What follows belongs to an exercise in optimizing a design on an open flow for small area and a short achievable clock period; a production flow would make more cautious choices. In this exercise RTL edits were held to simulation tests only and were not proved equivalent to the original.

## before
==> flow/design.v (excerpt) <==
module alu_top(
    input             clk,
    input      [31:0] a,
    input      [31:0] b,
    input      [3:0]  aluc,
    output reg [31:0] r,
    output reg        zero,
    output reg        carry,
    output reg        negative,
    output reg        overflow
    );
==> flow/config.mk <==
export PLATFORM = sky130hd
export DESIGN_NAME = alu_top
export DESIGN_NICKNAME = alu_top
export VERILOG_FILES = /design/flow/design.v
export SDC_FILE = /design/flow/constraint.sdc
export NUM_CORES = 4
export LEC_CHECK = 0
export ABC_AREA = 1
export CAP_MARGIN = 20
export CORE_MARGIN = 2
export CORE_UTILIZATION = 45
export SLEW_MARGIN = 20
==> flow/constraint.sdc <==
create_clock -name core_clock -period 6.0 [get_ports {clk}]
set_input_delay 1.2000 -clock core_clock [delete_from_list [all_inputs] [get_ports {clk}]]
set_output_delay 1.2000 -clock core_clock [all_outputs]
set_load 0.01 [all_outputs]
run.sh (not shown) runs the stock make flow with config.mk's settings and CLKGATE_MAP_FILE= SYNTH_SCRIPT=/design/flow/synth_recipe.tcl, a recipe that flattens the netlist after the stock synthesis.
Here is what was changed in the inputs of after compared with before.
- a change of CORE_UTILIZATION from 45 to 40
- an added SETUP_SLACK_MARGIN of 2.5
==> flow/flow/run.sh (new file) <==
#!/bin/bash
# Layout flow: the standard synthesis, then the combinational logic is
# mapped again onto the standard cells with a delay-oriented ABC script (the
# registers, their names and cell types are kept as the standard synthesis
# made them), then the standard layout from floorplan to finish with
# buf_1 port buffers.
# Each tool's output goes to a log file of its own in this folder.
set -euo pipefail
here=$(pwd)
res=$here/orfs/results/${FLOW_PLATFORM}/alu_top/base
lib=$FLOW_HOME/platforms/${FLOW_PLATFORM}/lib/sky130_fd_sc_hd__tt_025C_1v80.lib
yosys_bin=$FLOW_HOME/../tools/install/yosys/bin/yosys
[[ -x $yosys_bin ]] || yosys_bin=yosys

# 1. standard synthesis
bash standard.sh synth > "$here/flow_synth.log" 2>&1

# 2. map the combinational logic again
cp "$res/1_2_yosys.v" "$here/standard_synth.v"
dont_use=""
for c in $(sed -n '/^export DONT_USE_CELLS/,/^#/p' "$FLOW_HOME/platforms/${FLOW_PLATFORM}/config.mk" | grep -o 'sky130_fd_sc_hd__[A-Za-z0-9_]*'); do
  dont_use="$dont_use -dont_use $c"
done
cat > "$here/remap.ys" <<EOS
read_liberty -ignore_miss_func $lib
read_verilog $here/standard_synth.v
hierarchy -top $FLOW_TOP
setattr -mod -set keep_hierarchy 1 sky130_fd_sc_hd__dfxtp_1
flatten
opt_clean -purge
abc -script $here/flow/remap.abc -liberty $lib $dont_use
opt_clean -purge
hilomap -singleton -hicell sky130_fd_sc_hd__conb_1 HI -locell sky130_fd_sc_hd__conb_1 LO
splitnets
opt_clean -purge
select $FLOW_TOP
tee -o $here/remap_stat.txt stat -liberty $lib
write_verilog -noattr -nohex -nodec -selected $here/remap.v
EOS
"$yosys_bin" -s "$here/remap.ys" > "$here/remap.log" 2>&1
cp "$here/remap.v" "$res/1_2_yosys.v"
rm -f "$res/1_synth.odb" "$res/1_synth.sdc"

# 3. standard layout on the new netlist
bash standard.sh "BUFFER_PORTS_ARGS=-buffer_cell sky130_fd_sc_hd__buf_1" finish > "$here/flow_finish.log" 2>&1
==> flow/flow/remap.abc (new file) <==
strash
 dch -f
 map
 topo
 stime -c
 buffer -c
 upsize -c
 dnsize -c
==> flow/standard.sh (new file) <==
#!/bin/bash
# synth_recipe.tcl (not shown) runs the flow's synth.tcl, then flattens the netlist and writes it again
# the make line also repeats each setting of config.mk as NAME=value (left out here)
make -C /OpenROAD-flow-scripts/flow DESIGN_CONFIG=/design/flow/config.mk WORK_HOME=/design/flow/orfs CLKGATE_MAP_FILE= SYNTH_SCRIPT=/design/flow/synth_recipe.tcl "${@:-finish}"
removed: flow/run.sh
==> comparison <==
Across before and after, the outcome is the same: a clean finish for every run.
Compared with before, non-clock buffer instance count of the final layout in after increased by more than 10%.
Route | after vs before | wire longer in after
Between before and after, the flow reports number of placed cells counting well taps increasing slightly.
before has higher synthesized area divided by synthesized cell count than after.
Synthesized cell count, before and after: higher on before
Going from before to after, sum of net half-perimeters after detailed placement climbed about 24%; ratio of cells with drive above 1 in the final layout climbed 4.9 points.
Against before, after reports a stage delay of the slowest cell on the critical path that is lower.
Summary of after over before: final area went down, worst hold slack went down 62 ps, clock latency on the worst-skew pair held steady.
r[0] as the last element of the critical path was reported by before, and zero by after.

what the ideal ports hide:
The flow's constraints put no driver on any port. The routed layouts listed below were extracted and timed again, unchanged, in two steps.
Step 1 (the two cells are an assumption about what drives the block):
set clk [get_ports {clk}]
set_driving_cell -lib_cell sky130_fd_sc_hd__clkbuf_16 $clk
set_driving_cell -lib_cell sky130_fd_sc_hd__buf_2 [delete_from_list [all_inputs] $clk]
Step 2 adds t to the input delays and takes it off the output delays; t is the mean of the earliest and latest rising clock arrival at the registers after step 1. Input paths then give back, and output paths get back, about the clock's delay inside the block.
Slacks: ideal / step 1 / step 2; pairs: ideal / step 1.
run | t, ns | setup slack, ns | worst hold slack (ns) | cell pins on the clock port's net
before | 0.419 | 1.787 / 1.787 / 1.787 | 0.611 / 0.611 / 0.611 | 1
after | 0.423 | 2.540 / 2.540 / 2.540 | 0.550 / 0.550 / 0.550 | 1
After both steps every run listed still meets setup and hold.
